From an optimization exercise on the open Yosys and OpenROAD flow, aimed at small area and a short achievable clock period; shortcuts taken in it are not production practice.
RTL that was checked went through simulation tests only; none was proved equivalent to the original.
Power is estimated from default activity; no workload was simulated.

// CPU
module CPU(clock,reset,MemData,MemOut,rd,wr,PC,IR,MBR,AC,MAR,SR);
clock: 32.0 ns
lec_check: 0
abc_area: 1
cap_margin: 20
core_margin: 2
core_utilization: 40
slew_margin: 20
synth_hierarchical: 1
standard.sh (not shown) runs the stock make flow with config.mk's settings and CLKGATE_MAP_FILE= SYNTH_SCRIPT=/design/flow/synth_recipe.tcl, a recipe that flattens the netlist after the stock synthesis.
==> flow/flow/run.sh <==
#!/bin/bash
set -euo pipefail
MARGIN=$(python3 -c "print(round(${FLOW_PERIOD_NS} - 12, 3))")
bash standard.sh SETUP_SLACK_MARGIN=$MARGIN "BUFFER_PORTS_ARGS=-buffer_cell sky130_fd_sc_hd__buf_1" finish > standard_flow.log 2>&1
The baseline completed with no timing, DRC or antenna violations.
Then changed:
==> flow/flow/run.sh (replaced) <==
#!/bin/bash
# The standard layout (standard.sh: unchanged synthesis and steps) with two
# settings passed to ORFS:
set -euo pipefail
MARGIN=$(python3 -c "print(round(${FLOW_PERIOD_NS} - 12.5, 3))")
bash standard.sh SETUP_SLACK_MARGIN=$MARGIN "BUFFER_PORTS_ARGS=-buffer_cell sky130_fd_sc_hd__buf_1" finish > standard_flow.log 2>&1
After rerunning: Final area shrinks by 2.8%; final cell count shrinks by 0.83%; area after synthesis is unchanged.

Another version of the RTL of CPU (not shown whole).
Size: about 2700 cells after synthesis, roughly 150 flip-flops, about 110 I/O pins.
clock: 32.0 ns
lec_check: 0
abc_area: 1
cap_margin: 20
core_margin: 2
core_utilization: 40
slew_margin: 20
==> flow/flow/run.sh <==
#!/bin/bash
set -euo pipefail
MARGIN=$(python3 -c "print(round(${FLOW_PERIOD_NS} - 16, 3))")
bash standard.sh SETUP_SLACK_MARGIN=$MARGIN "BUFFER_PORTS_ARGS=-buffer_cell sky130_fd_sc_hd__buf_1" finish > standard_flow.log 2>&1
The baseline went through all stages and came out clean.
Edit:
--- a/flow/flow/run.sh
+++ b/flow/flow/run.sh
@@ -3 +3 @@
-MARGIN=$(python3 -c "print(round(${FLOW_PERIOD_NS} - 16, 3))")
+MARGIN=$(python3 -c "print(round(${FLOW_PERIOD_NS} - 14, 3))")
CORE_UTILIZATION = 65   (was 40)
PLACE_DENSITY = 0.75   (was unset)
After rerunning: Sequential cell count does not change. Design area increases by roughly a tenth. Die area decreases by well over a third. Power increases by roughly a tenth. Utilization increases by 37 points.
No run of this note included a check of the RTL's function; only the layout flow was run.

Setup of run A:
Another version of the RTL of CPU (not shown whole).
Size: ~3,000 cells after synthesis, roughly 170 flip-flops.
==> flow/config.mk <==
export PLATFORM = sky130hd
export DESIGN_NAME = CPU
export DESIGN_NICKNAME = CPU
export VERILOG_FILES = /design/flow/design.v
export SDC_FILE = /design/flow/constraint.sdc
export NUM_CORES = 4
export LEC_CHECK = 0
export ABC_AREA = 1
export CAP_MARGIN = 20
export CORE_MARGIN = 2
export CORE_UTILIZATION = 40
export GPL_ROUTABILITY_DRIVEN = 0
export GPL_TIMING_DRIVEN = 0
export SLEW_MARGIN = 20
export SYNTH_HIERARCHICAL = 1
==> flow/constraint.sdc <==
create_clock -name core_clock -period 32.0 [get_ports {clock}]
set_input_delay 6.4000 -clock core_clock [delete_from_list [all_inputs] [get_ports {clock}]]
set_output_delay 6.4000 -clock core_clock [all_outputs]
set_load 0.01 [all_outputs]
==> flow/flow/run.sh <==
#!/bin/bash
set -euo pipefail
MARGIN=$(python3 -c "print(round(${FLOW_PERIOD_NS} - 12.5, 3))")
bash standard.sh SETUP_SLACK_MARGIN=$MARGIN "BUFFER_PORTS_ARGS=-buffer_cell sky130_fd_sc_hd__buf_1" finish > standard_flow.log 2>&1
Run A finished every stage and its layout cleared the timing, design-rule and antenna checks.
Input changes introduced in run B (baseline for comparison: run A):
- GPL_TIMING_DRIVEN: 0 -> unset
- GPL_ROUTABILITY_DRIVEN: 0 -> unset
==> comparison <==
On number of multi-input combinational cells, run B and run A are neck and neck.
Part of the power in registers: run B > run A
Relative to run A, sum of met3 wire segment lengths after detailed routing has decreased by 230 µm in run B.
Between run B and run A, the worst hold-check slack does not differ in any meaningful way.
Run B: number of non-filler instances in the completed layout is 2.1% lower than what run A reported.
Compared with run A, in run B post-layout utilization of the core moved down, global-route usage level, worst setup slack moved down.
### run B -> run C
- putting GPL_ROUTABILITY_DRIVEN at 0 where nothing was set
-- flow/flow/run.sh --
<<< run B, line 3
MARGIN=$(python3 -c "print(round(${FLOW_PERIOD_NS} - 12.5, 3))")
>>> run C, line 3
MARGIN=$(python3 -c "print(round(${FLOW_PERIOD_NS} - 12, 3))")
Run C reached the final stage; the timing, design-rule and antenna checks on its layout passed. Summary: with run B as the reference, area occupied by multi-input gates in run C moved up slightly. Changes observed in run C relative to run B: number of nets in the layout moved up; wire length per cell after detailed routing moved down; combinational power level. Summary: with run B as the reference, maximum frequency in run C moved up by a few percent.
--- input diff run C..run D ---
- GPL_ROUTABILITY_DRIVEN removed (was 0)
-- flow/flow/run.sh --
<<< run C, line 3
MARGIN=$(python3 -c "print(round(${FLOW_PERIOD_NS} - 12, 3))")
>>> run D, line 3
MARGIN=$(python3 -c "print(round(${FLOW_PERIOD_NS} - 11.5, 3))")
[summary]
- Compared with run C, run D shows a higher fraction of power consumed by combinational cells.
- Run C was routed with fewer vias than run D.
- Sum of buffers and inverters on the critical path, run C and run D, lower one = run D.
- Run D vs run C — highest clock rate rose about 2.6%.
- Run C → run D: number of levels in the clock H-tree did not really move; count of non-filler cells in the finished layout increased about 0.9%; sequential share of layout area went down.
Here is what was changed in the inputs of run E compared with run D.
- GPL_ROUTABILITY_DRIVEN newly set to 0
-- flow/flow/run.sh --
<<< run D, line 3
MARGIN=$(python3 -c "print(round(${FLOW_PERIOD_NS} - 11.5, 3))")
>>> run E, line 3
MARGIN=$(python3 -c "print(round(${FLOW_PERIOD_NS} - 12.5, 3))")
==> comparison <==
- Going from run D to run E, the signed area change from the synthesized netlist to the final layout was found to have gone down by 7.4 points.
- In the tables for run E and run D, internal power component reads higher with run D.
- Synthesized area delta (run E -> run D): insignificant
- Compared run E vs run D, and number of clock buffers in the layout is down in run E.
- Going from run D to run E, net count after synthesis shows no meaningful change, sequential share of layout area shows an increase of 1.3 points.
- Delta (run E minus run D): number of buffers inserted by port buffering essentially unchanged, final instance count without filler cells decreased about 1.6%, power decreased about 2.6%, non-clock buffer contribution to total cell area decreased 2.0 points.
Relative to run E, the following input files were edited for run F:
- a deleted GPL_ROUTABILITY_DRIVEN that had been 0
-- flow/flow/run.sh --
<<< run E, line 3
MARGIN=$(python3 -c "print(round(${FLOW_PERIOD_NS} - 12.5, 3))")
>>> run F, line 3
MARGIN=$(python3 -c "print(round(${FLOW_PERIOD_NS} - 12, 3))")
Notes after the runs:
- Cmp run F and run E / number of clock buffers in the layout / lower: run E
- Timing-limited maximum frequency, run F and run E: larger value in run F
- Buffer count from post-CTS setup fixing up 5 in run F wrt run E
- The combinational logic power of run E and that of run F are within noise of each other.
- The run showing the smaller total stage count of the critical path is run F.
- Summary — share of total power in the clock network, run F relative to run E: higher, by 0.7 points.

Setup of build 76:
CPU with an RTL version that a note above also has.
Size in the first run: roughly 16000 um2 of cells after synthesis.
==> flow/config.mk <==
export PLATFORM = sky130hd
export DESIGN_NAME = CPU
export DESIGN_NICKNAME = CPU
export VERILOG_FILES = /design/flow/design.v
export SDC_FILE = /design/flow/constraint.sdc
export NUM_CORES = 4
export LEC_CHECK = 0
export ABC_AREA = 1
export CAP_MARGIN = 20
export CORE_MARGIN = 2
export CORE_UTILIZATION = 40
export SLEW_MARGIN = 20
==> flow/constraint.sdc <==
create_clock -name core_clock -period 32.0 [get_ports {clock}]
set_input_delay 6.4000 -clock core_clock [delete_from_list [all_inputs] [get_ports {clock}]]
set_output_delay 6.4000 -clock core_clock [all_outputs]
set_load 0.01 [all_outputs]
==> flow/flow/run.sh <==
#!/bin/bash
set -euo pipefail
MARGIN=$(python3 -c "print(round(${FLOW_PERIOD_NS} - 14, 3))")
bash standard.sh SETUP_SLACK_MARGIN=$MARGIN "BUFFER_PORTS_ARGS=-buffer_cell sky130_fd_sc_hd__buf_1" finish > standard_flow.log 2>&1
Having completed the whole flow, build 76 delivered a layout that passed the timing, design-rule and antenna checks.
## Diff of input files: trial 82 against build 76
==> flow/flow/run.sh <==
#!/bin/bash
set -euo pipefail
MARGIN=$(python3 -c "print(round(${FLOW_PERIOD_NS} - 15, 3))")
bash standard.sh SETUP_SLACK_MARGIN=$MARGIN "BUFFER_PORTS_ARGS=-buffer_cell sky130_fd_sc_hd__buf_1" finish > standard_flow.log 2>&1
## What came out
Trial 82 against build 76: non-clock buffer count went down 59, diode insertion count for antenna repair held, overall via count from detail_route went down 638, share of the clock period used by the worst path went up 2.0 points, vertical die dimension held. Comparing trial 82 and build 76, worst setup slack is lower on trial 82. The clock period minus worst slack reported for trial 82 is greater than that of build 76 by 0.64 ns. Side by side, achievable clock frequency turned out lower in trial 82 than in build 76. Total power in trial 82 vs build 76: down about 8%. Trial 82: register-to-register slack lower than build 76.
Function was not checked in any run of this note: the RTL went through the layout flow alone.

## the previous run
Another version of the RTL of CPU (not shown whole).
Size: ~170 flip-flops, ~110 I/O pins.
clock: 32.0 ns
lec_check: 0
abc_area: 1
cap_margin: 20
core_margin: 2
core_utilization: 40
cts_buf_list: sky130_fd_sc_hd__clkbuf_4 sky130_fd_sc_hd__clkbuf_8
slew_margin: 20
==> flow/flow/run.sh <==
#!/bin/bash
set -euo pipefail
MARGIN=$(python3 -c "print(round(${FLOW_PERIOD_NS} - 13.5, 3))")
bash standard.sh SETUP_SLACK_MARGIN=$MARGIN "BUFFER_PORTS_ARGS=-buffer_cell sky130_fd_sc_hd__buf_1" finish > standard_flow.log 2>&1
For the current run, these inputs were changed with respect to the previous run:
- CTS_BUF_LIST: sky130_fd_sc_hd__clkbuf_4 sky130_fd_sc_hd__clkbuf_8 -> unset
### Flow results
- The current run packs its core tighter than the previous run.
- Of the previous run and the current run, the run reporting the lower synthesis-to-layout area growth was the previous run.
- Compared with the previous run, in the current run area taken by multi-input logic gates ~0 delta; first-pass GRT wire length ~0 delta; post-route minimum period -0.10 ns; worst-case reg-to-reg path depth +1; minimum setup slack in the final design +0.10 ns.
- Between the previous run and the current run, the difference in mapped cell area is negligible.
- The previous run → the current run: sequential share of layout area shows a reduction of 0.20 points; routed wire length increased by about 0.9% relative to the old numbers.

[afterwards: timing with drivers on the ports]
How much do the figures lean on ideal ports? The routed layouts below were timed once more, with nothing changed but the port constraints. Step 1, drivers: a clkbuf_16 drives clock and a buf_2 each remaining input, both assumed. Step 2 times the ports against the registers' clock, not the clock port: input delays grow and output delays shrink by t, the midpoint of the rising clock arrivals with the driver on. Slacks: ideal ports / drivers / drivers and shift; pairs: ideal ports / drivers.
| run | t, ns | slack for setup (ns) | worst setup path at the end | latest minus earliest clock arrival (ns) |
|---|---|---|---|---|
| the first run of note 1 | 0.507 | 20.353 / 20.298 / 20.805 | register to output | 0.021 / 0.022 |
| the second run of note 1 | 0.501 | 20.060 / 20.007 / 20.508 | register to output | 0.020 / 0.020 |
| the first run of note 2 | 0.497 | 16.788 / 16.732 / 17.075 | register to register | 0.023 / 0.023 |
| the second run of note 2 | 0.494 | 17.638 / 17.638 / 17.638 | register to register | 0.021 / 0.021 |
| run A | 0.510 | 20.482 / 20.427 / 20.806 | register to register | 0.019 / 0.019 |
| run B | 0.499 | 20.143 / 20.090 / 20.589 | register to output | 0.010 / 0.010 |
| run C | 0.500 | 20.535 / 20.480 / 20.910 | register to register | 0.017 / 0.016 |
| run D | 0.499 | 20.821 / 20.768 / 21.267 | register to output | 0.013 / 0.012 |
| run E | 0.502 | 20.128 / 20.073 / 20.575 | register to output | 0.017 / 0.017 |
| run F | 0.502 | 20.428 / 20.374 / 20.876 | register to output | 0.012 / 0.012 |
| build 76 | 0.494 | 18.171 / 18.117 / 18.214 | register to register | 0.020 / 0.020 |
| trial 82 | 0.498 | 17.527 / 17.473 / 17.876 | register to register | 0.014 / 0.013 |
| the previous run | 0.534 | 18.404 / 18.354 / 18.341 | input to register | 0.021 / 0.020 |
| the current run | 0.489 | 18.509 / 18.458 / 18.266 | input to register | 0.017 / 0.017 |
After both steps every run listed still meets setup and hold. The setup slack of the current run, which loses most, moves by -0.051 ns with the drivers and by -0.243 ns with both steps.
